What follows belongs to an exercise in optimizing a design on an open flow for small area and a short achievable clock period; a production flow would make more cautious choices.
At most, simulation tests tie the RTL to the original design; equivalence was not proved.
Power figures rest on the tool's default switching activity, not on a simulated workload.

==> branch harbor: inputs <==
// arbiter_rr
module arbiter_rr #(
    parameter WIDTH = 64
)(
    input               clk,
    input               rst,
    input   [WIDTH-1:0] req,
    output  [WIDTH-1:0] grant
);
    reg  [5:0] k;
    wire [5:0] kn;
    wire a0;
    wire a1;
    wire a2;
    wire a3;
    wire a4;
    wire a5;
    wire a6;
    wire a7;
    wire ag1;
    wire ag2;
    wire ag3;
    wire ag4;
    wire ag5;
    wire ag6;
    wire ag7;
    wire anyg;
    wire cw1;
    wire cw1_a;
    wire cw1_b;
    wire cw2;
    wire cw2_a;
    wire cw2_b;
    wire cw3;
    wire cw3_a;
    wire cw3_b;
    wire cw4;
    wire cw4_a;
    wire cw4_b;
    wire cw5;
    wire cw5_a;
    wire cw5_b;
    wire cw6;
    wire cw6_a;
    wire cw6_b;
    wire cw7;
    wire cw7_a;
    wire cw7_b;
    wire eq0;
    wire eq1;
    wire eq2;
    wire eq3;
    wire eq4;
    wire eq5;
    wire eq6;
    wire eq7;
    wire g14;
    wire g57;
    wire h14;
    wire hap;
    wire le1;
    wire le2;
    wire le3;
    wire le5;
    wire le6;
    wire le7;
    wire na03;
    wire na47;
    wire nar;
    wire nkr0;
    wire nkr1;
    wire nkr2;
    wire nrw1;
    wire nrw2;
    wire nrw3;
    wire nrw4;
    wire nrw5;
    wire nrw6;
    wire nrw7;
    wire ntl1;
    wire ntl2;
    wire ntl3;
    wire ntl5;
    wire ntl6;
    wire ntl7;
    wire nz0;
    wire nz1;
    wire nz2;
    wire nz3;
    wire nz4;
    wire nz5;
    wire nz6;
    wire nz7;
    wire pa2;
    wire pa3;
    wire pa4;
    wire pa5;
    wire pa6;
    wire pa7;
    wire pg2;
    wire pg3;
    wire pg4;
    wire pg5;
    wire pg6;
    wire pg7;
    wire px1_1;
    wire px1_2;
    wire px1_3;
    wire px2_1;
    wire px2_2;
    wire px2_3;
    wire px3_1;
    wire px3_2;
    wire px3_3;
    wire px4_1;
    wire px4_2;
    wire px4_3;
    wire px5_1;
    wire px5_2;
    wire px5_3;
    wire px6_1;
    wire px6_2;
    wire px6_3;
    wire px7_1;
    wire px7_2;
    wire px7_3;
    wire r0_n47;
    wire r0_nl1;
    wire r0_nl2;
    wire r0_nl3;
    wire r0_nl4;
    wire r0_nl5;
    wire r0_nl6;
    wire r0_nl7;
    wire r0_o4;
    wire r1_n47;
    wire r1_nl1;
    wire r1_nl2;
  ...
Settings: LEC_CHECK=0, CAP_MARGIN=20, CORE_MARGIN=2, CORE_UTILIZATION=40, SETUP_SLACK_MARGIN=0.3, SLEW_MARGIN=20, SYNTH_HIERARCHICAL=1, SYNTH_MINIMUM_KEEP_SIZE=0; clock period 6.5 ns.
run.sh (not shown) runs the stock make flow with config.mk's settings and CLKGATE_MAP_FILE= SYNTH_SCRIPT=/design/flow/synth_recipe.tcl, a recipe that flattens the netlist after the stock synthesis.
==> inputs of branch willow, as changes to branch harbor <==
==> flow/flow/run.sh (new file) <==
#!/bin/bash
# The standard layout, with two changes: the port buffers are the smallest
# buffer (buf_1) instead of the default, and after floorplan every logic
# cell is set to its smallest drive strength (flow/downsize.tcl).
set -euo pipefail
here=$(pwd)
export BUFFER_PORTS_ARGS="-buffer_cell sky130_fd_sc_hd__buf_1"
export POST_FLOORPLAN_TCL="$here/flow/downsize.tcl"
bash standard.sh > "$here/flow_standard.log" 2>&1
==> flow/flow/downsize.tcl (new file) <==
# Hook run after floorplan: set every logic cell to its smallest drive
# strength. Synthesis maps each gate on its own and picks stronger cells
# than the loads need; the later repair steps upsize what timing needs.
set db [ord::get_db]
set n 0
foreach inst [[ord::get_db_block] getInsts] {
  set name [[$inst getMaster] getName]
  if {[regexp {^(sky130_fd_sc_hd__[a-z0-9]+)_([0-9]+)$} $name -> base size] && $size > 1} {
    set small [$db findMaster ${base}_1]
    if {$small ne "NULL"} {
      $inst swapMaster $small
      incr n
    }
  }
}
puts "downsize: $n cells set to drive strength 1"
==> flow/standard.sh (new file) <==
#!/bin/bash
# synth_recipe.tcl (not shown) runs the flow's synth.tcl, then flattens the netlist and writes it again
# the make line also repeats each setting of config.mk as NAME=value (left out here)
make -C /OpenROAD-flow-scripts/flow DESIGN_CONFIG=/design/flow/config.mk WORK_HOME=/design/flow/orfs CLKGATE_MAP_FILE= SYNTH_SCRIPT=/design/flow/synth_recipe.tcl "${@:-finish}"
removed: flow/run.sh
==> qor summary <==
item	branch harbor	branch willow
Result of the run	timing/DRC/antenna clean	timing/DRC/antenna clean
Share of the clock period used by the worst path	0.963	0.915
Slew of the pin with the lowest slew margin	1000 ps	1090 ps
Layout net count	585	504
Buffering overhead	0.425	0.228
Most common cell after layout, fill and taps aside	buf_4	buf_1
Static leakage	2.39 nW	0.899 nW
Clock network area share	0.00843	0.0145
Minimum hold slack	536 ps	599 ps
Global-route wire length before repair	19.7 mm	15.2 mm
Fill cells	465	674
Crit path DAT	4960 ps	4650 ps
Detail Route met2 WL	6.68 mm	4.50 mm
Worst-path maximum fanout	5	15
Proportion of power drawn by flip-flops and latches	0.098	0.116
Comb group	0.000979 W	0.000703 W
Post-layout power	0.00115 W	0.000856 W
Max-Slew Margin vs Limit	0.327	0.272
No functional check of the RTL was part of any run of this note.

========
==> inputs of 11-04 <==
Another version of the RTL of arbiter_rr (not shown whole).
Settings: LEC_CHECK=0, CAP_MARGIN=20, CORE_MARGIN=2, CORE_UTILIZATION=40, CTS_BUF_LIST=sky130_fd_sc_hd__clkbuf_2, SETUP_SLACK_MARGIN=0.3, SLEW_MARGIN=20, SYNTH_HIERARCHICAL=1, SYNTH_MINIMUM_KEEP_SIZE=0; clock period 6.5 ns.
standard.sh (not shown) runs the stock make flow with config.mk's settings and CLKGATE_MAP_FILE= SYNTH_SCRIPT=/design/flow/synth_recipe.tcl, a recipe that flattens the netlist after the stock synthesis.
==> flow/flow/run.sh <==
#!/bin/bash
# The standard layout, with three changes: the port buffers are the
# smallest buffer (buf_1) instead of the default; after floorplan every
# logic cell is set to its smallest drive strength (flow/downsize.tcl);
# after placement the cells on the critical paths are sized up again
# (flow/size.tcl).
set -euo pipefail
here=$(pwd)
export BUFFER_PORTS_ARGS="-buffer_cell sky130_fd_sc_hd__buf_1"
export POST_FLOORPLAN_TCL="$here/flow/downsize.tcl"
export POST_RESIZE_TCL="$here/flow/size.tcl"
bash standard.sh > "$here/flow_standard.log" 2>&1
==> flow/flow/size.tcl <==
# Hook run after placement and its design repair: give the drivers of the
# high-fanout nets on the request-to-grant paths a stronger cell.
set ::db [ord::get_db]
set ::block [ord::get_db_block]
proc size_driver {net_name size} {
  set net [$::block findNet $net_name]
  if {$net eq "NULL"} { puts "size: no net $net_name"; return }
  foreach iterm [$net getITerms] {
    if {[$iterm isOutputSignal]} {
      set inst [$iterm getInst]
      set name [[$inst getMaster] getName]
      regexp {^(sky130_fd_sc_hd__[a-z0-9]+)_[0-9]+$} $name -> base
      set big [$::db findMaster ${base}_$size]
      if {$big ne "NULL"} {
        $inst swapMaster $big
        puts "size: $net_name driver [$inst getName] $name -> ${base}_$size"
      }
    }
  }
}
foreach g {0 1 2 3 4 5 6 7} {
  size_driver nz$g 4

}
size_driver nhap 4
size_driver nanyg 4
size_driver sp1 2
foreach n {h12 h34 h56} { size_driver $n 2 }
foreach n {sp2 sp3 sp4 sp5 sp6 sp7} { size_driver $n 4 }
foreach n {m12 m34 m56} { size_driver $n 2 }
foreach g {0 1 2 3 4 5 6 7} { size_driver eqm$g 2 }
foreach n {kr0 kr1 kr2} { size_driver $n 4 }
# the flip-flops of the pointer row bits drive the row decode
foreach inst [$::block getInsts] {
  if {[regexp {^nk\\?\[[345]\\?\]\$_DFF} [$inst getName]]} {
    set name [[$inst getMaster] getName]
    regexp {^(sky130_fd_sc_hd__[a-z0-9]+)_[0-9]+$} $name -> base
    $inst swapMaster [$::db findMaster ${base}_4]
    puts "size: [$inst getName] $name -> ${base}_4"
  }
}
Other scripts of this flow, unchanged in this note and not shown: flow/flow/downsize.tcl
==> inputs of 04-03, as changes to 11-04 <==
--- a/flow/flow/size.tcl
+++ b/flow/flow/size.tcl
@@ -20,7 +20,7 @@
 }
 foreach g {0 1 2 3 4 5 6 7} {
   size_driver nz$g 4
-
+  size_driver a$g 2
 }
 size_driver nhap 4
 size_driver nanyg 4
Settings changed: CORE_UTILIZATION 40 to 60.
==> inputs of 12-09, as changes to 11-04 <==
--- a/flow/flow/size.tcl
+++ b/flow/flow/size.tcl
@@ -28,14 +28,3 @@
 foreach n {h12 h34 h56} { size_driver $n 2 }
 foreach n {sp2 sp3 sp4 sp5 sp6 sp7} { size_driver $n 4 }
 foreach n {m12 m34 m56} { size_driver $n 2 }
-foreach g {0 1 2 3 4 5 6 7} { size_driver eqm$g 2 }
-foreach n {kr0 kr1 kr2} { size_driver $n 4 }
-# the flip-flops of the pointer row bits drive the row decode
-foreach inst [$::block getInsts] {
-  if {[regexp {^nk\\?\[[345]\\?\]\$_DFF} [$inst getName]]} {
-    set name [[$inst getMaster] getName]
-    regexp {^(sky130_fd_sc_hd__[a-z0-9]+)_[0-9]+$} $name -> base
-    $inst swapMaster [$::db findMaster ${base}_4]
-    puts "size: [$inst getName] $name -> ${base}_4"
-  }
-}
==> inputs of 03-18, as changes to 11-04 <==
--- a/flow/flow/size.tcl
+++ b/flow/flow/size.tcl
@@ -24,10 +24,7 @@
 }
 size_driver nhap 4
 size_driver nanyg 4
-size_driver sp1 2
 foreach n {h12 h34 h56} { size_driver $n 2 }
-foreach n {sp2 sp3 sp4 sp5 sp6 sp7} { size_driver $n 4 }
-foreach n {m12 m34 m56} { size_driver $n 2 }
 foreach g {0 1 2 3 4 5 6 7} { size_driver eqm$g 2 }
 foreach n {kr0 kr1 kr2} { size_driver $n 4 }
 # the flip-flops of the pointer row bits drive the row decode
==> notes <==
The lowest design area belongs to 12-09, the highest to 04-03. Die area is the same in 12-09 and 03-18. In synthesized cell count, 04-03 and 11-04 do not differ. Of 04-03 and 11-04, 04-03 has the higher clock skew (gap 26 ps). Setup slack, lowest first: 12-09, 03-18, 11-04, 04-03. Of 11-04 and 12-09, 11-04 has the higher clock power (gap about 18%, measured against 12-09).

========
==> inputs of 08-12 <==
arbiter_rr, a different RTL version from the one above (not shown whole).
export LEC_CHECK = 0
export CAP_MARGIN = 20
export CORE_MARGIN = 2
export CORE_UTILIZATION = 40
export SETUP_SLACK_MARGIN = 0.3
export SLEW_MARGIN = 20
export SYNTH_HIERARCHICAL = 1
export SYNTH_MINIMUM_KEEP_SIZE = 0
create_clock -name core_clock -period 6.5 [get_ports {clk}]
==> flow/flow/downsize.tcl <==
# Hook run after floorplan: set every logic cell to its smallest drive
# strength where that is smaller. Synthesis maps each gate on its own and
# picks stronger cells than the loads need; flow/size.tcl then upsizes
# the cells that timing needs, once the cells are placed.
set db [ord::get_db]
set n 0
foreach inst [[ord::get_db_block] getInsts] {
  set master [$inst getMaster]
  set name [$master getName]
  if {[regexp {^(sky130_fd_sc_hd__[a-z0-9]+)_([0-9]+)$} $name -> base size] && $size > 1} {
    set small [$db findMaster ${base}_1]
    if {$small ne "NULL"
        && [$small getWidth] * [$small getHeight] < [$master getWidth] * [$master getHeight]} {
      $inst swapMaster $small
      incr n
    }
  }
}
puts "downsize: $n cells set to drive strength 1"
==> flow/flow/size.tcl <==
# Hook run after placement and its design repair: size cells up (no new
# buffers) on the paths that limit the clock period.
log_cmd repair_timing -setup -setup_margin 2.5 -sequence "sizeup,swap" -skip_last_gasp -verbose
Scripts as last shown in full above: flow/flow/run.sh
==> inputs of 12-18, as changes to 08-12 <==
==> flow/flow/run.sh (replaced) <==
#!/bin/bash
# The standard layout, with two changes: the port buffers are the smallest
# buffer (buf_1) instead of the default, and after floorplan every logic
# cell is set to its smallest drive strength (flow/downsize.tcl).
set -euo pipefail
here=$(pwd)
export BUFFER_PORTS_ARGS="-buffer_cell sky130_fd_sc_hd__buf_1"
export POST_FLOORPLAN_TCL="$here/flow/downsize.tcl"
bash standard.sh > "$here/flow_standard.log" 2>&1
==> flow/flow/downsize.tcl (replaced) <==
# Hook run after floorplan: set every logic cell to its smallest drive
# strength. Synthesis maps each gate on its own and picks stronger cells
# than the loads need; the later repair steps upsize what timing needs.
set db [ord::get_db]
set n 0
foreach inst [[ord::get_db_block] getInsts] {
  set name [[$inst getMaster] getName]
  if {[regexp {^(sky130_fd_sc_hd__[a-z0-9]+)_([0-9]+)$} $name -> base size] && $size > 1} {
    set small [$db findMaster ${base}_1]
    if {$small ne "NULL"} {
      $inst swapMaster $small
      incr n
    }
  }
}
puts "downsize: $n cells set to drive strength 1"
--- a/flow/config.mk
+++ b/flow/config.mk
@@ -8,7 +8,7 @@
 export CAP_MARGIN = 20
 export CORE_MARGIN = 2
 export CORE_UTILIZATION = 40
-export SETUP_SLACK_MARGIN = 0.3
+export SETUP_SLACK_MARGIN = 2.0
 export SLEW_MARGIN = 20
 export SYNTH_HIERARCHICAL = 1
 export SYNTH_MINIMUM_KEEP_SIZE = 0
removed: flow/flow/size.tcl
==> inputs of 05-27, as changes to 08-12 <==
==> flow/flow/run.sh (replaced) <==
#!/bin/bash
# The standard layout, with two changes: the port buffers are the smallest
# buffer (buf_1) instead of the default, and after floorplan every logic
# cell is set to its smallest drive strength (flow/downsize.tcl).
set -euo pipefail
here=$(pwd)
export BUFFER_PORTS_ARGS="-buffer_cell sky130_fd_sc_hd__buf_1"
export POST_FLOORPLAN_TCL="$here/flow/downsize.tcl"
bash standard.sh > "$here/flow_standard.log" 2>&1
==> flow/flow/downsize.tcl (replaced) <==
# Hook run after floorplan: set every logic cell to its smallest drive
# strength. Synthesis maps each gate on its own and picks stronger cells
# than the loads need; the later repair steps upsize what timing needs.
set db [ord::get_db]
set n 0
foreach inst [[ord::get_db_block] getInsts] {
  set name [[$inst getMaster] getName]
  if {[regexp {^(sky130_fd_sc_hd__[a-z0-9]+)_([0-9]+)$} $name -> base size] && $size > 1} {
    set small [$db findMaster ${base}_1]
    if {$small ne "NULL"} {
      $inst swapMaster $small
      incr n
    }
  }
}
puts "downsize: $n cells set to drive strength 1"
removed: flow/flow/size.tcl
==> inputs of 06-21, as changes to 08-12 <==
==> flow/flow/size.tcl (replaced) <==
# Hook run after placement and its design repair: size cells up (no new
# buffers) on the paths that limit the clock period.
log_cmd repair_timing -setup -setup_margin 1.5 -sequence "sizeup,swap" -skip_last_gasp -verbose
==> comparison table <==
| quantity | 05-27 | 12-18 | 06-21 | 08-12 |
|---|---|---|---|---|
| All-Layer GR Usage | 27.9% | 28.7% | 27.3% | 27.4% |
| WL per Instance | 20.3 microns | 21.6 microns | 19.9 microns | 19.9 microns |
| Worst-path fanout max | 9 | 7 | 15 | 15 |
| Worst Clk Skew | 0.00336 ns | 0.00128 ns | 0.00222 ns | 0.00121 ns |
| HPWL after DPL | 8.75 mm | 8.73 mm | 8.66 mm | 8.71 mm |
| Area of all placed cells without fillers | 2840 sq um | 3770 sq um | 2890 sq um | 2990 sq um |
| Data arrival time of the worst path | 4.17 ns | 3.27 ns | 4.00 ns | 3.92 ns |
| Startpoint of the worst hold path | k[0]$_DFF_PN1_ | k[5]$_DFF_PN1_ | k[0]$_DFF_PN1_ | k[1]$_DFF_PN1_ |
| GR Util met3 | 6.06% | 4.52% | 4.81% | 2.69% |
| Clk cell area share | 1.46% | 1.10% | 1.43% | 1.38% |
| Worst reg-to-reg path cell count | 13 | 15 | 13 | 13 |
| Design Power | 900 uW | 1150 uW | 924 uW | 950 uW |
| Final min period | 5.47 ns | 4.57 ns | 5.30 ns | 5.22 ns |
| Fill cells | 729 | 632 | 705 | 701 |
| Run status | timing/DRC/antenna clean | timing/DRC/antenna clean | timing/DRC/antenna clean | timing/DRC/antenna clean |
| Met1 layer usage reported by global route | 36.9% | 39.9% | 38.6% | 40.0% |
| Violation count after the first detailed-route iteration | 320 | 414 | 313 | 415 |
| Seq/total area | 5.56% | 4.18% | 5.46% | 5.28% |
| Worst setup path endpoint | grant[39] | grant[27] | grant[60] | grant[60] |
| Total number of vias | 3681 | 4004 | 3633 | 3680 |
| Setup slack after placement | 1.21 ns | 1.19 ns | 1.36 ns | 1.39 ns |
| Power share of the clock group | 6.0% | 4.7% | 5.8% | 5.7% |
| Worst Hold Margin | 0.607 ns | 0.583 ns | 0.560 ns | 0.563 ns |
| Worst vdd rail ir drop | 0.115 mV | 0.197 mV | 0.160 mV | 0.166 mV |
| Routed via count divided by cell count | 6.77 | 6.75 | 6.68 | 6.76 |
No functional check of the RTL was part of any run of this note.

-- afterwards: timing with drivers on the ports --
The results above use ideal ports. As a check the final layouts listed here were re-extracted and re-timed, cells and wires unchanged. Step 1 (the two cells are an assumption about what drives the block):
set clk [get_ports {clk}]
set_driving_cell -lib_cell sky130_fd_sc_hd__clkbuf_16 $clk
set_driving_cell -lib_cell sky130_fd_sc_hd__buf_2 [delete_from_list [all_inputs] $clk]
Step 2 adds t to the input delays and takes it off the output delays; t is the mean of the earliest and latest rising clock arrival at the registers after step 1. Input paths then give back, and output paths get back, about the clock's delay inside the block. Three values: ideal, step 1, step 2; two values: the first two.
run | t (ns) | slack for setup (ns) | worst hold slack (ns) | worst setup path after step 2
branch harbor | 0.244 | 0.238 / 0.211 / 0.211 | 0.536 / 0.536 / 0.536 | input to output
branch willow | 0.237 | 0.551 / 0.525 / 0.525 | 0.599 / 0.599 / 0.599 | input to output
11-04 | 0.244 | 1.849 / 1.825 / 1.825 | 0.615 / 0.615 / 0.615 | input to output
04-03 | 0.279 | 1.861 / 1.841 / 1.841 | 0.646 / 0.646 / 0.646 | input to output
12-09 | 0.238 | 1.702 / 1.681 / 1.834 | 0.623 / 0.623 / 0.623 | input to output
03-18 | 0.243 | 1.820 / 1.798 / 1.798 | 0.640 / 0.640 / 0.640 | input to output
08-12 | 0.234 | 1.276 / 1.238 / 1.238 | 0.563 / 0.563 / 0.563 | input to output
12-18 | 0.234 | 1.932 / 1.907 / 1.907 | 0.583 / 0.583 / 0.583 | input to output
05-27 | 0.236 | 1.034 / 1.013 / 1.013 | 0.607 / 0.607 / 0.607 | input to output
06-21 | 0.235 | 1.203 / 1.181 / 1.181 | 0.560 / 0.560 / 0.560 | input to output
After both steps every run listed still meets setup and hold. The setup slack of 08-12, which loses most, moves by -0.038 ns with the drivers and by -0.038 ns with both steps.
